Background: an optimization exercise with open tools, aiming at small area. Do not read the settings as production practice. The RTL was checked by simulation tests, not by an equivalence proof against the original design. Power figures rest on the tool's default switching activity, not on a simulated workload.

<file path="run.sh">
#!/bin/bash
# synth_recipe.tcl (not shown) runs the flow's synth.tcl, then flattens the netlist and writes it again
# the make line also repeats each setting of config.mk as NAME=value (left out here)
make -C /OpenROAD-flow-scripts/flow DESIGN_CONFIG=/design/flow/config.mk WORK_HOME=/design/flow/orfs CLKGATE_MAP_FILE= SYNTH_SCRIPT=/design/flow/synth_recipe.tcl finish
</file>
<file path="config.mk">
export PLATFORM = sky130hd
export DESIGN_NAME = top
export DESIGN_NICKNAME = top
export VERILOG_FILES = /design/flow/design.v
export SDC_FILE = /design/flow/constraint.sdc
export NUM_CORES = 4
export LEC_CHECK = 0
export CAP_MARGIN = 20
export CORE_MARGIN = 2
export CORE_UTILIZATION = 40
export SLEW_MARGIN = 20
</file>
<file path="constraint.sdc">
create_clock -name core_clock -period 5.0 [get_ports {clk}]
set_input_delay 1.0000 -clock core_clock [delete_from_list [all_inputs] [get_ports {clk}]]
set_output_delay 1.0000 -clock core_clock [all_outputs]
set_load 0.01 [all_outputs]
</file>
<file path="design.v">
module ALU( 
    input bit [7:0] reg_1, input bit [7:0] reg_2, 
    input bit [3:0]op, 
    output bit [7:0] out); 
    logic [15:0] selReg[1:0];
    logic [15:0] midReg[1:0];
    logic [7:0] res[15:0];
    assign selReg[0] = reg_1;
    assign selReg[1] = reg_2;
    assign res[0] = selReg[0]+selReg[1];
    assign res[1] = selReg[0]-selReg[1];
    assign res[2] = selReg[0]&selReg[1];
    assign res[3] = selReg[0]|selReg[1];
    assign res[4] = selReg[0]<selReg[1];
    assign res[5] = selReg[0]^selReg[1];
    assign res[6] = selReg[0]<<selReg[1][2:0];
    assign res[7] = selReg[0]>>selReg[1][2:0];
    assign res[8] = 0;
    assign res[9] = 0;
    assign res[10] = 0;
    assign res[11] = 0;
    assign res[12] = 0;
    assign res[13] = 0;
    assign res[14] = 0;
    assign res[15] = 0;
    assign out = res[op];
endmodule
module reg_file (
    input clk, input rw, input reset, 
    input [2:0] RS, RT, RD,
    input [7:0] RD_data, 
    output reg [7:0] RS_data, RT_data);
    reg [7:0] file [7:1];
    always @(posedge clk)begin
        if(reset) begin
            for( int i = 1; i < 8; i++ ) begin
                file[i] <= 0;
            end
        end else begin
            if( RD && rw )begin
                file[RD] <= RD_data;
            end else begin
            end
        end
    end
    always @ (*) begin
        if( RS )begin
            RS_data <= file[RS];
        end else begin
            RS_data <= 0;
        end
        if( RT )begin
            RT_data <= file[RT];
        end else begin
            RT_data <= 0;
        end
    end
endmodule
module core
    #(
        parameter pc_start = 0
    )
    (
    input bit clk, input bit reset,
    input bit grant_given, 
    output bit grant_request, output bit rw,
    input bit[7:0] data_in, output bit[7:0] data_out,
    output bit [8:0] address 
    );
    localparam o_ALU   =  0;
    localparam o_JMP   =  2;
    localparam o_JEQ   =  4;
    localparam o_ALUI  =  8;
    localparam o_LOAD  = 32;
    localparam o_STORE = 40;
    localparam f_ADD = 32;
    localparam f_SUB = 34;
    localparam f_AND = 36;
    localparam f_OR  = 37;
    localparam f_XOR = 38;
    localparam f_SLT = 42;
    localparam f_SHIFT_LEFT = 4;
    localparam f_SHIFT_RIGHT = 7;
    bit [3:0] state;
    bit [7:0] PC;
    bit [31:0] IR;
    bit [7:0] alu_data1,alu_data2,alu_result;
    bit [3:0] alu_op; 
    bit [7:0] data_rs,data_rt,data_rd;
    bit [2:0] rs,rt,rd;
    bit reg_rw;
    reg_file register_file(
        .clk(clk),
        .reset(reset),
        .rw(reg_rw),
        .RS(rs), .RT(rt), .RD(rd),
        .RS_data(data_rs),
        .RT_data(data_rt),
        .RD_data(data_rd)
    );
    ALU alu(
        .reg_1(alu_data1),
        .reg_2(alu_data2),
        .op(alu_op),
        .out(alu_result)
    );
    always @ (posedge clk) begin
        if( reset ) begin
            state <= 0;
            PC <= pc_start;
            IR <= 0;
            rw <= 0;
            grant_request <= 0;
            address <= 0;
            data_out <= 0;
            alu_data1 <= 0;
            alu_data2 <= 0;
            alu_op <= 0;
            data_rd <= 0;
            rs <= 0;
            rt <= 0;
            rd <= 0;
            reg_rw <= 0;
        end else begin
        case(state)
            0: begin 
                reg_rw <= 0; 
                rw <= 0;
                if( grant_given == 0 ) begin
                    address <= {1'b0,PC};
                    grant_request <= 1;
                end else begin
                    PC <= PC + 1;
                    grant_request <= 0;
                    IR[31:24] <= data_in;
                    state <= 1;
                end
            end
            1: begin 
                if( grant_given == 0 ) begin
                    address <= {1'b0,PC};
                    grant_request <= 1;
                end else begin
                    PC <= PC + 1;
                    grant_request <= 0;
                    IR[23:16] <= data_in;
                    state <= 2;
                end
            end
            2: begin 
                if( grant_given == 0 ) begin
                    address <= {1'b0,PC};
                    grant_request <= 1;
                end else begin
                    PC <= PC + 1;
                    grant_request <= 0;
                    IR[15:8] <= data_in;
                    state <= 3;
                end
            end
            3: begin 
                if( grant_given == 0 ) begin
                    address <= {1'b0,PC};
                    grant_request <= 1;
                end else begin
                    PC <= PC + 1;
                    grant_request <= 0;
                    IR[7:0] <= data_in;
                    state <= 4;
                end
            end
            4: begin 
                case(IR[31:26])
                    o_ALU: begin
                        rw <= 0;
                        rs <= IR[23:21];
                        rt <= IR[18:16];
                        rd <= IR[13:11];
                        case(IR[5:0]) 
                            f_ADD: begin
                                alu_op <= 0;
                            end
                            f_SUB: begin
                                alu_op <= 1;
                            end
                            f_AND: begin
                                alu_op <= 2;
                            end
                            f_OR: begin
                                alu_op <= 3;
                            end
                            f_SLT: begin
                                alu_op <= 4;
                            end
                            f_XOR: begin
                                alu_op <= 5;
                            end
                            f_SHIFT_LEFT: begin
                                alu_op <= 6;
                            end
                            f_SHIFT_RIGHT: begin
                                alu_op <= 7;
                            end
                        endcase
                        state <= 5;
                    end
                    o_JMP: begin
                        PC <= IR[7:0];
                        state <= 0;
                    end
                    o_JEQ: begin
                        rs <= IR[23:21];
                        rt <= IR[18:16];
                        rd <= 0;
                        alu_op <= 5; 
                        state <= 5;
                        alu_data1 <= data_rs;
                        alu_data2 <= data_rt;
                    end
                    o_ALUI: begin 
                        rs <= IR[23:21];
                        rt <= IR[18:16];
                        rd <= IR[13:11];
                        alu_data1 <= data_rs;
                        alu_data2 <= IR[7:0];
                        state <= 5;
                    end
                    o_LOAD: begin
                        data_rd <= data_rd;        
                        if( grant_given == 0 ) begin
                            address <= {1'b0,IR[8:0]};
                            grant_request <= 1;
                            rw <= 0;
                        end else begin
                            reg_rw <= 1;
                            grant_request <= 0;
                            data_rd <= data_in; 
                            rd <= IR[18:16];
                            state <= 0;
                        end
                    end
                    o_STORE: begin
                            address <= {1'b0,IR[8:0]};
                            state <= 5;
                            rt <= IR[18:16];
                    end
                endcase
            end
            5: begin 
                case(IR[31:26])
                    o_ALU:begin
                        alu_data1 <= data_rs;
                        alu_data2 <= data_rt;
                        state <= 6;
                    end
                    o_JEQ:begin
                        alu_data1 <= data_rs;
                        alu_data2 <= data_rt;
                        state <= 6;
                    end
                    o_ALUI: begin
                        alu_data1 <= data_rs;
                        alu_data2 <= IR[7:0];
                        state <= 6;
                    end
                    o_STORE: begin 
                        if( grant_given == 0 ) begin
                            grant_request <= 1;
                            rw <= 1;
                            data_out <= data_rt;
                        end else begin
                            grant_request <= 0;
                            state <= 0;
                        end
                    end
                endcase
            end
            6: begin 
                case(IR[31:26])
                    o_ALU: begin 
                        data_rd <= alu_result;
                        reg_rw <= 1;
                        state <= 0;
                    end
                    o_ALUI: begin
                        rd <= rt;
                        data_rd <= alu_result;
                        reg_rw <= 1;
                        state <= 0;
                    end
                    o_JEQ: begin
                        if( alu_result == 0 )
                            PC <= PC + (IR[7:0]) - 4;
                        state <= 0;
                    end
                endcase
            end
            default: begin
                state <= 0; 
                PC <= 0; 
            end
        endcase
        end
    end
endmodule
module bus(
    input bit clk,
    input bit reset,
    input bit core0_request,
    input bit core0_rw,
    output bit core0_grant,
    input bit [7:0] core0_data_in,
    output bit [7:0] core0_data_out,
    input bit [8:0] core0_address,
    input bit core1_request,
    input bit core1_rw,
    output bit core1_grant,
    input bit [7:0] core1_data_in,
    output bit [7:0] core1_data_out,
    input bit [8:0] core1_address,
    output bit [8:0] RAM_address,
    output bit [7:0] RAM_data_in,
    input bit  [7:0] RAM_data_out,
    output bit rw
);
    bit [1:0] in_progress;
    bit [1:0] grant_given;
    bit [1:0] grant_request;
    bit [1:0] grant_request_type;
    bit patron;
    bit [8:0] addr [1:0];
    bit [7:0] data_in [1:0];
    bit [7:0] data_out [1:0];
    parameter wait_state = 0;
    parameter write_state = 1;
    parameter read_request_state = 2;
    parameter read_deliver_state = 3;
    bit [2:0] state;
    always @ ( posedge clk ) begin
        if( reset ) begin
            grant_given[0] <= 0;
            grant_given[1] <= 0;
            rw <= 0;
            patron <= 0;
            state <= wait_state;
            RAM_address <= 0;
            RAM_data_in <= 0;
            data_out[0] <= 0;
            data_out[1] <= 0;
        end else begin
            case(state)
            wait_state: begin
                grant_given[patron] <= 0;
                if( grant_request[~patron] ) begin 
                    patron <= ~patron;
                    case(grant_request_type[~patron])
                        1: state <= write_state;
                        0: state <= read_request_state;
                    endcase
                end else if(grant_request[patron]) begin
                    case(grant_request_type[patron])
                        1: state <= write_state;
                        0: state <= read_request_state;
                    endcase
                end
            end
            write_state: begin
                RAM_data_in <= data_in[patron];
                RAM_address <= addr[patron];
                rw <= 1;
                state <= 7;
                grant_given[patron] <= 1;
            end
            read_request_state: begin
                RAM_address <= addr[patron];
                rw <= 0;
                state <= read_deliver_state;
            end
            read_deliver_state: begin
                data_out[patron] <= RAM_data_out;
                state <= 7;
                grant_given[patron] <= 1;
            end
            default:begin
                state <= wait_state;
                rw <= 0;
                grant_given[patron] <= 0;
            end
            endcase
        end
    end
    assign core0_data_out = data_out[0];
    assign core1_data_out = data_out[1];
    assign data_in[0] = core0_data_in;
    assign data_in[1] = core1_data_in;
    assign addr[0] = core0_address;
    assign addr[1] = core1_address;
    assign grant_request[0] = core0_request;
    assign grant_request[1] = core1_request;
    assign grant_request_type[0] = core0_rw;
    assign grant_request_type[1] = core1_rw;
    assign core0_grant = grant_given[0];
    assign core1_grant = grant_given[1];
endmodule
`timescale 1ns/1ps
module top(
    input clk,
    input rst,
    output [8:0] RAM_address,
    output [7:0] RAM_data_in,
    input  [7:0] RAM_data_out,
    output RAM_rw
);
wire grant_given_cpu0, grant_request_cpu0, rw_cpu0;
wire [7:0] data_in_cpu0, data_out_cpu0;
wire [8:0] address_cpu0;
wire grant_given_cpu1, grant_request_cpu1, rw_cpu1;
wire [7:0] data_in_cpu1, data_out_cpu1;
wire [8:0] address_cpu1;
core #(.pc_start(0)) core0 (
    .clk(clk),
    .reset(rst),
    .grant_given(grant_given_cpu0),
    .grant_request(grant_request_cpu0),
    .rw(rw_cpu0),
    .data_in(data_in_cpu0),
    .data_out(data_out_cpu0),
    .address(address_cpu0)
    );
core #(.pc_start(4)) core1 (
    .clk(clk),
    .reset(rst),
    .grant_given(grant_given_cpu1),
    .grant_request(grant_request_cpu1),
    .rw(rw_cpu1),
    .data_in(data_in_cpu1),
    .data_out(data_out_cpu1),
    .address(address_cpu1)
    );
bus system_bus(
    .clk(clk),
    .reset(rst),
    .core0_request(grant_request_cpu0),
    .core0_grant(grant_given_cpu0),
    .core0_data_in(data_out_cpu0),
    .core0_data_out(data_in_cpu0),
    .core0_address(address_cpu0),
    .core0_rw(rw_cpu0),
    .core1_request(grant_request_cpu1),
    .core1_grant(grant_given_cpu1),
    .core1_data_in(data_out_cpu1),
    .core1_data_out(data_in_cpu1),
    .core1_address(address_cpu1),
    .core1_rw(rw_cpu1),
    .RAM_address(RAM_address),
    .RAM_data_in(RAM_data_in),
    .RAM_data_out(RAM_data_out),
    .rw(RAM_rw)
);
endmodule
</file>
==> impl_results.md <==
* Status: finished clean
* Clock Skews at 20.01 ps
* H-tree depth at 2
* Worst setup path startpoint: core0.alu_data2[2]
* IO buf count at 27
* Final setup fails at 0
* I/O Pins at 28
* Period utilisation layout at 79.05%
* Routed wire length at ~59 mm
* Endpoint class of the critical path: flip-flop
* Worst path cell trace: inv_1 > ha_1 > nor3_1 > o311ai_0 > nand3_1 > a211oi_1 > o32ai_1 > nor4_4 > a21oi_2 > mux2_4
* Initial Utilization at 40.56%
* CP Data Required Time at 5460 ps
* Max Slew Vio Count at 0
* First-pass GRT wire length at 93.48 mm
* R2r endpoint: core0.PC[1]
* Worst hold-check path type: flip-flop to flip-flop
* Final net count at 2273
* Vias in the first global route at 16020
* Commonest register cell after synthesis: dfxtp_1
* Reg2reg setup slack at 1050 ps
* Number of synthesized flops with an enable pin at between 100 and 150
* CTS tree: yes
* Post-Layout Cell Count at 2897
* Die H at 235.1 um
* Die ar. at 0.05525 sq mm
* Slew @ Worst Pin at 1059 ps
* Root buffer cell: clkbuf_16
* Die X at 235.1 um
* Critical-path maximum fanout at 9
* Critical path's top delay family: compound AO/OA/AOI/OAI gates
* Total CTS buffers at 41
* Pleak at 8.452 nW
* DRC Markers at 0
* Pwr Total at 6.736 mW
* WP data arrival at 4410 ps
* Worst Reg-to-Reg Cells at 10
* Final worst slack at roughly 1000 ps
* Area contributors post-synth: dfxtp_1 21%, edfxtp_1 20%, mux4_2 8.0%
* Netlist cell types at a little under 90
* Dpl hpwl at 43.38 mm
* CP max-delay cell: o311ai_0
* Final worst path period need at 3953 ps
* Hold_buf cts at 0
* Share of layout cells above drive strength 1 at approximately a tenth
* Post-route ant nets at 0
* Final Hold Fails at 0
* Peak supply drop at 0.0002224 V
* Crit path depth at 10
* Crit path launch type: flip-flop
* Cells after synthesis at 2196
* Most frequent cells after synthesis: 313 x nor2_1, 220 x dfxtp_1, 167 x mux2i_1, 144 x edfxtp_1, 137 x nand2_1
* Final instance area at 0.02367 sq mm
* Vias per inst at 5.748
* Area after DPL at 0.02226 sq mm
* PD cells at 284.6 mW/mm^2
* Core Area at 0.05266 sq mm
* Crit Path Category: flip-flop to flip-flop
* Area growth, synth to finish at 10.83%
* Largest net degree at the start of global routing at 141
* DR iter-0 viols at 1590
* Fraction of the yosys area taken by sequential cells at 40.87%
* Clock Latency Late Sink at 580 ps
* Vias at between 15000 and 20000
* Max transition margin at between 20% and 30%
* Post-synthesis average cell area at 9.725 sq um
* Setup TNS at 0 ps
* All-Layer GR Usage at 21.18%
* Post CTS Setup Buffer Count at 0
* Max-cap viol count at 0
* Pre-antenna DRT Iters at 8
* Async set-reset flop share out of synthesis at 0%
* Mapped Area at 0.02136 sq mm
* Synthesized flop and latch total at 364
* CTS Sinks at 364
* FP Rows at 84
* Clock transition at path regs at roughly 70 ps
* Buf/Inv on CP at 1
* WHS at 465.0 ps
* Pre-CTS setup slack at ~1000 ps
* Post-CTS Resized at 0
* Syn. warnings at 9
* Top cell type's share of synthesized area at 20.62%
* Max Buffers Root-to-Sink at 3
* Largest area contributor in the netlist: dfxtp_1
* WL/cell at 20.48 um
* Slowest cell delay on critical path at 670 ps
* Peak Freq at between 0.2 and 0.3 GHz
* CP endpoint: core0.PC[1]
* Inst Count DP at 2824
* Worst r2r src: core0.alu_data2[2]
* Gr ovfl total at 0
* Initial antenna violation count at 0
* Placer congestion estimate at 0.8874
* Most frequent cell after synthesis: nor2_1
* RSZ-0062 raised after global routing: false
* Final core occ at 44.95%
-- where the power goes --
part	internal, mW	switching [mW]
clock network	1.86	1.25
registers	3.17	0.0748
logic	0.160	0.223
-- sequential cells by signal, summed over array words and instances, names as in the netlist, 8 cells and up, named ones only --
signal                    cells
core1.IR                     24
core0.PC                      8
core0.data_rd                 8
core1.alu_data1               8
system_bus.RAM_data_in        8
core1.data_rd                 8
core0.data_out                8
system_bus.data_out          16
core0.address                 9
core1.PC                      8
core0.alu_data1               8
core1.data_out                8
system_bus.RAM_address        9
core0.alu_data2               8
core0.IR                     24
core1.register_file.file     64
core0.register_file.file     64
core1.alu_data2               8
core1.address                 9
-- worst min-delay path by stage --
stage	slack, ps	end	from	cells past startpoint
after floorplan	430	core1.address[8]	core1.address[8]	2
after global placement	450	core1.address[8]	core1.address[8]	2
after detailed placement	460	core1.address[8]	core1.address[8]	2
after CTS	460	core1.address[8]	core1.address[8]	2
after global routing	500	core1.address[8]	core1.address[8]	2
final	460	core1.address[8]	core1.address[8]	2
-- area by class of cell --
cell class                 instances  area [sq um]
tap                              688         860.8
multi-input combinational       1605         11760
timing repair buffer              55         494.2
clock buffer                      62          1267
fill                            4954         28990
clock inverter                    10         133.9
sequential                       364          8731
antenna                            1         2.502
inverter                         112         420.4
-- kinds of logic (layout without fill, tap and decap cells) --
logic type      after synthesis  in the layout  synth area share (%)
mux                         259            259                 17.00
xor+xnor                     29             29                 1.189
simple gates                806            806                 18.26
other cells                   1             19               0.01756
flops                       364            364                 40.87
buf+inv                     244            239                 4.429
compound gates              406            406                 12.96
fa+ha+maj                    87             87                 5.273
-- layout by cell type (no fill, tap or decap), types with 17 or more instances in the layout --
master and count:
nor2_1 311, dfxtp_1 218, mux2i_1 167, edfxtp_1 144
nand2_1 137, and2_1 135, inv_1 111, a21oi_1 108
ha_1 78, mux4_2 76, o21ai_0 64, nand3_1 52
nor3_1 50, clkbuf_16 43, a211oi_1 40, a311oi_1 33
buf_4 27, clkdlybuf4s50_1 26, xnor2_1 22, nand2b_1 20
conb_1 18, o211ai_1 17, nor2b_1 17
-- worst reg2reg max path, delay by kind of cell (launching register included) --
| kind | cells | cell delay, ps |
|---|---|---|
| fa+ha+maj | 1 | 500 |
| buf+inv | 1 | 230 |
| mux | 1 | 320 |
| simple gates | 3 | 880 |
| compound gates | 4 | 1390 |
| flops | 1 | 510 |
-- per-layer routing --
metal	GRT usage, %	up-vias	part of all wire (%)
li1	-	7932	-
met1	31.81	8142	49
met2	32.21	501	44
met3	3.008	76	5.6
met4	4.641	0	1.7
met5	0	-	0

==> what the ideal ports hide <==
How much do the figures lean on ideal ports? The routed layout below was timed once more, with nothing changed but the port constraints.
Step 1: set_driving_cell puts a clkbuf_16 on clk and a buf_2 on each other input, an assumption about the parent block.
Step 2, shift: input delay + t, output delay - t, t = (earliest + latest rising clock arrival at the registers) / 2. This alone moves slack from input paths to output paths.
Three values: ideal, step 1, step 2; two values: the first two.
shift t [ns]: 0.630
slack for setup (ns): 1.047 / 1.047 / 1.047
worst hold slack (ns): 0.465 / 0.465 / 0.465
worst data-port slew with drivers (ns): 0.04
pins driven straight from the clock port: 1
After both steps setup and hold are still met in this run. For this run, drivers alone change the setup slack by 0.000 ns; drivers and shift together by 0.000 ns.
